Context: an optimization exercise on an open-source flow, tuned for small area, a short achievable clock period and few clock cycles. The choices shown serve that exercise and are no tape-out recipe.
At most, simulation tests tie the RTL to the original design; equivalence was not proved.

==> inputs of pepper <==
## aoc_day2
module aoc_day2 (
    input         clock,
    input         reset,
    input  [63:0] data_value,
    input         data_valid,
    output        data_ready,
    output        result_valid,
    output [63:0] result_value
);
clock: 5.0 ns
lec_check: 0
abc_area: 1
cap_margin: 20
core_margin: 2
core_utilization: 40
cts_buf_list: sky130_fd_sc_hd__clkbuf_8
setup_slack_margin: 1.2
slew_margin: 20
synth_hierarchical: 1
synth_minimum_keep_size: 0
run.sh (not shown) runs the stock make flow with config.mk's settings and CLKGATE_MAP_FILE= SYNTH_SCRIPT=/design/flow/synth_recipe.tcl, a recipe that flattens the netlist after the stock synthesis.
==> inputs of raven, as changes to pepper <==
CTS_BUF_LIST = unset   (was sky130_fd_sc_hd__clkbuf_8)
SETUP_SLACK_MARGIN = 1.4   (was 1.2)
==> key figures <==
Status
  • Run status: complete, no violations

Global route
  • GR Util met1: 0.280
# the run above: raven

==> key figures <==
Status
  • Run status: complete, no violations

Global route
  • GR Util met1: 0.276
# the run above: pepper

Testbench counts of pepper, summed over its fixed seeds: cycles 448.
Testbench counts of raven, summed over its fixed seeds: cycles 448.

* * *

==> v32 <==
Another version of the RTL of aoc_day2 (not shown whole).
Settings: LEC_CHECK=0, ABC_AREA=1, CAP_MARGIN=20, CORE_MARGIN=2, CORE_UTILIZATION=40, SETUP_SLACK_MARGIN=1.2, SLEW_MARGIN=20; clock period 5.0 ns.
==> v3 (differences from v32) <==
--- a/flow/design.v
+++ b/flow/design.v
@@ -359,38 +359,26 @@
     wire hbs87 = hbc62 ^ hbs63 ^ y_h[18];
     wire hbc88 = (hbc62 & hbs63) | (hbc62 & y_h[18]) | (hbs63 & y_h[18]);
     wire hbs89 = hbc64 ^ hbs65 ^ y_h[16];
     wire hbc90 = (hbc64 & hbs65) | (hbc64 & y_h[16]) | (hbs65 & y_h[16]);
     wire hbs91 = hbc66 ^ y_h[17];
     wire hbc92 = hbc66 & y_h[17];
     wire [16:0] hbra93 = {y_h[19], hbc92, hbc90, hbc88, hbc86, hbc84, hbc82, hbc80, hbc78, hbc76, hbc74, hbc72, hbc70, hbc68, hbs67, y_h[1], y_h[0]};
     wire [16:0] hbrb94 = {1'b0, y_h[18], hbs91, hbs89, hbs87, hbs85, hbs83, hbs81, hbs79, hbs77, hbs75, hbs73, hbs71, hbs69, y_h[8], y_h[4], 1'b0};
-    reg        p_v, p_e, p_b, p_even;
-    reg [3:0]  p_dg;
-    reg [16:0] p_ha, p_hb;
-    always @(posedge clock) begin
-        p_v    <= ~reset & y_v;
-        p_e    <= y_e;
-        p_dg   <= y_dg;
-        p_b    <= y_b;
-        p_even <= y_even;
-        p_ha   <= hbra93;
-        p_hb   <= hbrb94;
-    end
-    wire [16:0] y_hb = p_ha + p_hb;
+    wire [16:0] y_hb = hbra93 + hbrb94;
     reg        q_v, q_e, q_b;
     reg [3:0]  q_dg;
     reg [16:0] q_h;
     always @(posedge clock) begin
-        q_v  <= ~reset & p_v;
-        q_e  <= p_e;
-        q_dg <= p_dg;
-        q_h  <= p_even ? y_hb : 17'd0;
-        q_b  <= p_even & p_b;
+        q_v  <= ~reset & y_v;
+        q_e  <= y_e;
+        q_dg <= y_dg;
+        q_h  <= y_even ? y_hb : 17'd0;
+        q_b  <= y_even & y_b;
     end
     wire pp95 = q_h[0] & q_h[1];
     wire pp96 = q_h[0] & q_h[2];
     wire pp97 = q_h[0] & q_h[3];
     wire pp98 = q_h[0] & q_h[4];
     wire pp99 = q_h[0] & q_h[5];
     wire pp100 = q_h[0] & q_h[6];
     wire pp101 = q_h[0] & q_h[7];
- ABC_AREA: 1 -> not set
- SETUP_SLACK_MARGIN: 1.2 -> 1.5
==> v19 (differences from v32) <==
- SETUP_SLACK_MARGIN: 1.2 -> 1.6
==> impl_metrics.env <==
export IMPL_dpl_hpwl_um=106000
export IMPL_synth_top_family_by_area="simple AND/OR/NAND/NOR gates"
export IMPL_yosysMostFrequentCell="nand2_1"
export IMPL_worst_path_buf_inv=8
export IMPL_finalSetupViolCount=0
export IMPL_synth_simple_area_share=0.297
export IMPL_min_delay_start="y_e"
export IMPL_multi_input_area_share=0.601
export IMPL_antenna_found_initial=2
export IMPL_finalSetupTns_ns=0
export IMPL_cp_data_required_time_ns=5.57
export IMPL_outcome="timing/DRC/antenna clean"
export IMPL_cpMostUsedCell="nand2_1"
Source of the figures above: v19

==> impl_metrics.env <==
export IMPL_outcome="failed layout checks"
export IMPL_check_faults="negative setup slack"
export IMPL_cpMostUsedCell="buf_6"
export IMPL_fin_ws_ns=-0.874
export IMPL_finalSetupViolCount=4
export IMPL_yosysMostFrequentCell="nor2_1"
export IMPL_multi_input_area_share=0.606
Source of the figures above: v3

==> impl_metrics.env <==
export IMPL_outcome="timing/DRC/antenna clean"
export IMPL_worst_path_buf_inv=2
export IMPL_dpl_hpwl_um=105000
export IMPL_antenna_found_initial=2
export IMPL_finalSetupTns_ns=0
export IMPL_multi_input_area_share=0.584
export IMPL_yosysMostFrequentCell="nand2_1"
export IMPL_finalSetupViolCount=0
export IMPL_cp_data_required_time_ns=5.57
Source of the figures above: v32

Testbench counts of v32, summed over its fixed seeds: cycles 464.
Testbench counts of v19, summed over its fixed seeds: cycles 464.
No functional check of the RTL was part of v3.

* * *

==> run X: inputs <==
aoc_day2, a different RTL version from the one above (not shown whole).
Settings: LEC_CHECK=0, ABC_AREA=1, CAP_MARGIN=20, CORE_MARGIN=2, CORE_UTILIZATION=40, SETUP_SLACK_MARGIN=1.4, SLEW_MARGIN=20, SYNTH_HIERARCHICAL=1, SYNTH_MINIMUM_KEEP_SIZE=0; clock period 5.0 ns.
==> run D: changes against run X <==
Settings changed: ABC_AREA 1 to unset, SETUP_SLACK_MARGIN 1.4 to 1.6.
==> flow_metrics.env <==
export IMPL_status="timing/DRC/antenna clean"
export IMPL_final_clk_cell_share_pct=4.26
export IMPL_die_height_um=365
export IMPL_design_area_um2=60300
export IMPL_grt_usage_pct=21.3
export IMPL_cts_setup_buffers=21
export IMPL_rr_worst_depth=27
export IMPL_fmax_ghz=0.264
export IMPL_layout_setup_ws_ps=1210
export IMPL_dpl_cell_count=9372
export IMPL_synth_area_um2=52100
export IMPL_numCtsBuffers=75
# the run above: run X

==> flow_metrics.env <==
export IMPL_status="timing/DRC/antenna clean"
export IMPL_synth_area_um2=48000
export IMPL_die_height_um=351
export IMPL_layout_setup_ws_ps=707
export IMPL_layout_nets=6793
export IMPL_grt_usage_pct=19.6
export IMPL_fmax_ghz=0.233
export IMPL_dpl_cell_count=7218
export IMPL_final_clk_cell_share_pct=4.00
export IMPL_design_area_um2=63600
export IMPL_cts_setup_buffers=237
export IMPL_worstMarginPinSlew_ps=995
export IMPL_rr_worst_depth=25
# the run above: run D

Testbench counts of run X, summed over its fixed seeds: cycles 464.
Testbench counts of run D, summed over its fixed seeds: cycles 464.

* * *

==> trial 73 <==
aoc_day2, a different RTL version from the one above (not shown whole).
make LEC_CHECK=0 ABC_AREA=1 CAP_MARGIN=20 CORE_MARGIN=2 CORE_UTILIZATION=40 SLEW_MARGIN=20 finish   # period 5.0 ns
==> trial 42 (differences from trial 73) <==
--- a/flow/design.v
+++ b/flow/design.v
@@ -25,25 +25,10 @@
                 (x[3] & x[0]) | (x[2] & ~x[1] & ~x[0]),
                 (x[3] & ~x[0]) | (~x[2] & x[1]) | (x[1] & x[0]),
                 (~x[3] & ~x[2] & x[0]) | (x[2] & x[1] & ~x[0]) | (x[3] & ~x[0])};
     endfunction
     wire [33:0] a_n = data_value[33:0];
-    wire [9:0] ge;
-    assign ge[0] = a_n >= 34'd10;
-    assign ge[1] = a_n >= 34'd100;
-    assign ge[2] = a_n >= 34'd1000;
-    assign ge[3] = a_n >= 34'd10000;
-    assign ge[4] = a_n >= 34'd100000;
-    assign ge[5] = a_n >= 34'd1000000;
-    assign ge[6] = a_n >= 34'd10000000;
-    assign ge[7] = a_n >= 34'd100000000;
-    assign ge[8] = a_n >= 34'd1000000000;
-    assign ge[9] = a_n >= 34'd10000000000;
-    wire [3:0] a_dg = ge[9] ? 4'd10 : ge[8] ? 4'd9 : ge[7] ? 4'd8 :
-                      ge[6] ? 4'd7 : ge[5] ? 4'd6 : ge[4] ? 4'd5 :
-                      ge[3] ? 4'd4 : ge[2] ? 4'd3 : ge[1] ? 4'd2 :
-                      ge[0] ? 4'd1 : 4'd0;
     wire a_v = ~reset & data_valid & ready_q;
     wire a_e = phase;
     wire [3:0] dd1 = add3({1'b0, a_n[33], a_n[32], a_n[31]});
     wire [3:0] dd2 = add3({dd1[2], dd1[1], dd1[0], a_n[30]});
     wire [3:0] dd3 = add3({dd2[2], dd2[1], dd2[0], a_n[29]});
@@ -56,16 +41,14 @@
     wire [3:0] dd10 = add3({dd8[2], dd8[1], dd8[0], a_n[25]});
     wire [3:0] dd11 = add3({dd9[2], dd9[1], dd9[0], dd8[3]});
     wire [3:0] dd12 = add3({1'b0, dd5[3], dd7[3], dd9[3]});
     reg [12:0] c1_bcd;
     reg [23:0] c1_n;
-    reg [3:0] c1_dg;
     reg c1_e, c1_v;
     always @(posedge clock) begin
         c1_bcd <= {dd12[3], dd12[2], dd12[1], dd12[0], dd11[3], dd11[2], dd11[1], dd11[0], dd10[3], dd10[2], dd10[1], dd10[0], a_n[24]};
         c1_n <= a_n[23:0];
-        c1_dg <= a_dg;
         c1_e <= a_e;
         c1_v <= ~reset & a_v;
     end
     wire [3:0] dd13 = add3({c1_bcd[3], c1_bcd[2], c1_bcd[1], c1_bcd[0]});
     wire [3:0] dd14 = add3({c1_bcd[7], c1_bcd[6], c1_bcd[5], c1_bcd[4]});
@@ -109,16 +92,14 @@
     wire [3:0] dd52 = add3({dd47[2], dd47[1], dd47[0], dd46[3]});
     wire [3:0] dd53 = add3({dd48[2], dd48[1], dd48[0], dd47[3]});
     wire [3:0] dd54 = add3({1'b0, dd38[3], dd43[3], dd48[3]});
     reg [24:0] c2_bcd;
     reg [13:0] c2_n;
-    reg [3:0] c2_dg;
     reg c2_e, c2_v;
     always @(posedge clock) begin
         c2_bcd <= {dd54[3], dd54[2], dd54[1], dd54[0], dd53[3], dd53[2], dd53[1], dd53[0], dd52[3], dd52[2], dd52[1], dd52[0], dd51[3], dd51[2], dd51[1], dd51[0], dd50[3], dd50[2], dd50[1], dd50[0], dd49[3], dd49[2], dd49[1], dd49[0], c1_n[14]};
         c2_n <= c1_n[13:0];
-        c2_dg <= c1_dg;
         c2_e <= c1_e;
         c2_v <= ~reset & c1_v;
     end
     wire [3:0] dd55 = add3({c2_bcd[3], c2_bcd[2], c2_bcd[1], c2_bcd[0]});
     wire [3:0] dd56 = add3({c2_bcd[7], c2_bcd[6], c2_bcd[5], c2_bcd[4]});
@@ -192,16 +173,14 @@
     wire [3:0] dd124 = add3({dd116[2], dd116[1], dd116[0], dd115[3]});
     wire [3:0] dd125 = add3({dd117[2], dd117[1], dd117[0], dd116[3]});
     wire [3:0] dd126 = add3({1'b0, dd101[3], dd109[3], dd117[3]});
     reg [36:0] c3_bcd;
     reg [3:0] c3_n;
-    reg [3:0] c3_dg;
     reg c3_e, c3_v;
     always @(posedge clock) begin
         c3_bcd <= {dd126[3], dd126[2], dd126[1], dd126[0], dd125[3], dd125[2], dd125[1], dd125[0], dd124[3], dd124[2], dd124[1], dd124[0], dd123[3], dd123[2], dd123[1], dd123[0], dd122[3], dd122[2], dd122[1], dd122[0], dd121[3], dd121[2], dd121[1], dd121[0], dd120[3], dd120[2], dd120[1], dd120[0], dd119[3], dd119[2], dd119[1], dd119[0], dd118[3], dd118[2], dd118[1], dd118[0], c2_n[4]};
         c3_n <= c2_n[3:0];
-        c3_dg <= c2_dg;
         c3_e <= c2_e;
         c3_v <= ~reset & c2_v;
     end
     wire [3:0] dd127 = add3({c3_bcd[3], c3_bcd[2], c3_bcd[1], c3_bcd[0]});
     wire [3:0] dd128 = add3({c3_bcd[7], c3_bcd[6], c3_bcd[5], c3_bcd[4]});
@@ -249,22 +228,23 @@
     wire [3:0] z_d6 = {dd160[2], dd160[1], dd160[0], dd159[3]};
     wire [3:0] z_d7 = {dd161[2], dd161[1], dd161[0], dd160[3]};
     wire [3:0] z_d8 = {dd162[2], dd162[1], dd162[0], dd161[3]};
     wire [3:0] z_d9 = {dd163[2], dd163[1], dd163[0], dd162[3]};
     wire [3:0] z_d10 = {1'b0, 1'b0, 1'b0, dd163[3]};
-    wire [2:0] z_k = (c3_dg + 4'd1) >> 1;
-    wire z_even = c3_dg[0];
+    wire [3:0] z_dg = (z_d10 != 4'd0) ? 4'd10 : (z_d9 != 4'd0) ? 4'd9 : (z_d8 != 4'd0) ? 4'd8 : (z_d7 != 4'd0) ? 4'd7 : (z_d6 != 4'd0) ? 4'd6 : (z_d5 != 4'd0) ? 4'd5 : (z_d4 != 4'd0) ? 4'd4 : (z_d3 != 4'd0) ? 4'd3 : (z_d2 != 4'd0) ? 4'd2 : (z_d1 != 4'd0) ? 4'd1 : 4'd0;
+    wire [2:0] z_k = (z_dg + 4'd1) >> 1;
+    wire z_even = z_dg[0];
     wire [19:0] z_h = (z_k == 3'd1) ? {16'd0, {z_d1}} : (z_k == 3'd2) ? {12'd0, {z_d3, z_d2}} : (z_k == 3'd3) ? {8'd0, {z_d5, z_d4, z_d3}} : (z_k == 3'd4) ? {4'd0, {z_d7, z_d6, z_d5, z_d4}} : {z_d9, z_d8, z_d7, z_d6, z_d5};
     wire [19:0] z_l = (z_k == 3'd1) ? {16'd0, {z_d0}} : (z_k == 3'd2) ? {12'd0, {z_d1, z_d0}} : (z_k == 3'd3) ? {8'd0, {z_d2, z_d1, z_d0}} : (z_k == 3'd4) ? {4'd0, {z_d3, z_d2, z_d1, z_d0}} : {z_d4, z_d3, z_d2, z_d1, z_d0};
     wire z_b = c3_e ? (z_l < z_h) : (z_l <= z_h);
     reg        y_v, y_e, y_b, y_even;
     reg [3:0]  y_dg;
     reg [19:0] y_h;
     always @(posedge clock) begin
         y_v    <= ~reset & c3_v;
         y_e    <= c3_e;
-        y_dg   <= c3_dg;
+        y_dg   <= z_dg;
         y_h    <= z_h;
         y_b    <= z_b;
         y_even <= z_even;
     end
     wire hbs1004 = y_h[7] ^ y_h[9];
==> results.txt <==
Cell count: trial 42 is larger than trial 73 (about 0.8%). Against trial 73, the worst setup slack of trial 42 is worse by 5.5 ps. Trial 73 ran to the end with no violations. Trial 42 produced a clean layout. In synthesized cell count, trial 42 and trial 73 hardly differ. In trial 73 the area after synthesis is larger than in trial 42, by about 0.4%.
==> figures <==
| item | trial 42 | trial 73 |
|---|---|---|
| Worst Path Max Fanout | 5 | 4 |
| Fraction of the mapped netlist area in adder cells | 20.20% | 20.14% |
| CORE AREA | 114000 um^2 | 114300 um^2 |
| Gate count of the mapped netlist | 7162 | 7171 |
| Wire length on met3 | 4185 um | 4408 um |
| Met2 Usage GRT | 32.12% | 34.24% |
| Pin count of the biggest net entering global routing | 69 | 97 |
| Result of the run | timing/DRC/antenna clean | timing/DRC/antenna clean |
| Worst skew pair latency | 640 ps | 670 ps |
| Wirelength, routed | 111100 um | 116000 um |
| Buffer count from post-CTS setup fixing | 5 | 0 |
Testbench counts of trial 73, summed over its fixed seeds: cycles 448.
The RTL of trial 42 was laid out without a check of its function.

* * *

==> inputs of run a <==
aoc_day2 with an RTL version that a note above also has.
clock: 5.0 ns
lec_check: 0
abc_area: 1
cap_margin: 20
core_margin: 2
core_utilization: 40
setup_slack_margin: 1.5
slew_margin: 20
==> run b: changes against run a <==
--- a/flow/design.v
+++ b/flow/design.v
@@ -362,20 +362,32 @@
     wire hbc90 = (hbc64 & hbs65) | (hbc64 & y_h[16]) | (hbs65 & y_h[16]);
     wire hbs91 = hbc66 ^ y_h[17];
     wire hbc92 = hbc66 & y_h[17];
     wire [16:0] hbra93 = {y_h[19], hbc92, hbc90, hbc88, hbc86, hbc84, hbc82, hbc80, hbc78, hbc76, hbc74, hbc72, hbc70, hbc68, hbs67, y_h[1], y_h[0]};
     wire [16:0] hbrb94 = {1'b0, y_h[18], hbs91, hbs89, hbs87, hbs85, hbs83, hbs81, hbs79, hbs77, hbs75, hbs73, hbs71, hbs69, y_h[8], y_h[4], 1'b0};
-    wire [16:0] y_hb = hbra93 + hbrb94;
+    reg        p_v, p_e, p_b, p_even;
+    reg [3:0]  p_dg;
+    reg [16:0] p_ha, p_hb;
+    always @(posedge clock) begin
+        p_v    <= ~reset & y_v;
+        p_e    <= y_e;
+        p_dg   <= y_dg;
+        p_b    <= y_b;
+        p_even <= y_even;
+        p_ha   <= hbra93;
+        p_hb   <= hbrb94;
+    end
+    wire [16:0] y_hb = p_ha + p_hb;
     reg        q_v, q_e, q_b;
     reg [3:0]  q_dg;
     reg [16:0] q_h;
     always @(posedge clock) begin
-        q_v  <= ~reset & y_v;
-        q_e  <= y_e;
-        q_dg <= y_dg;
-        q_h  <= y_even ? y_hb : 17'd0;
-        q_b  <= y_even & y_b;
+        q_v  <= ~reset & p_v;
+        q_e  <= p_e;
+        q_dg <= p_dg;
+        q_h  <= p_even ? y_hb : 17'd0;
+        q_b  <= p_even & p_b;
     end
     wire pp95 = q_h[0] & q_h[1];
     wire pp96 = q_h[0] & q_h[2];
     wire pp97 = q_h[0] & q_h[3];
     wire pp98 = q_h[0] & q_h[4];
- SETUP_SLACK_MARGIN: 1.5 -> 0.8
==> results.txt <==
Of run b and run a, run a has the higher final area (gap about 7%, measured against run a).
In run b the sequential share of layout area is higher than in run a, by 2.6 points.
Of run a and run b, run a has the higher hold slack (gap 0.0032 ns).
Of run a and run b, run a has the higher critical path depth (gap 5).
Between run a and run b, the lower final cell count is in run b (gap 1.3%, measured against run b).
Of run b and run a, run b has the higher area after synthesis (gap about 1.5%, measured against run a).
Against run a, the setup slack of run b is better by 0.21 ns.
In run a the routed wire length is smaller than in run b, by 0.20%.
Against run a, the sequential cell count of run b is higher by 39.
Testbench counts of run b, summed over its fixed seeds: cycles 464.
Function not checked in run a: the RTL went through the layout flow alone.

==> afterwards: timing with drivers on the ports <==
In the flow no input, the clock included, has a driving cell. The finished layouts below were timed again as built, in two steps.
Step 1 sets driving cells, clkbuf_16 on the clock port and buf_2 on the other inputs (assumed; they add their load-dependent delay and slew).
Step 2 also shifts input and output timing later by t, the mid clock arrival at the registers, as if the neighbouring blocks saw the same clock.
Three values: ideal, step 1, step 2; two values: the first two.
run	t, ns	slack for setup (ns)	latest minus earliest clock arrival (ns)	slew at the worst register clock pin (ns)	worst slew at a driven data input, ns
pepper	0.845	1.332 / 1.332 / 1.332	0.067 / 0.067	0.08 / 0.08	0.04
raven	0.722	1.351 / 1.351 / 1.351	0.029 / 0.029	0.07 / 0.07	0.04
v32	0.754	1.107 / 1.107 / 1.107	0.060 / 0.061	0.07 / 0.07	0.04
v3	0.752	-0.874 / -0.874 / -0.874	0.061 / 0.061	0.07 / 0.07	0.08
v19	0.752	1.147 / 1.147 / 1.147	0.034 / 0.035	0.07 / 0.07	0.05
run X	0.746	1.208 / 1.208 / 1.208	0.045 / 0.045	0.07 / 0.07	0.05
run D	0.724	0.707 / 0.707 / 0.707	0.043 / 0.043	0.07 / 0.07	0.04
trial 73	0.716	0.215 / 0.215 / 0.215	0.049 / 0.049	0.07 / 0.07	0.05
trial 42	0.696	0.209 / 0.209 / 0.209	0.037 / 0.036	0.06 / 0.06	0.06
run a	0.732	0.753 / 0.753 / 0.753	0.039 / 0.039	0.07 / 0.07	0.04
run b	0.753	0.958 / 0.958 / 0.958	0.037 / 0.036	0.07 / 0.07	0.04
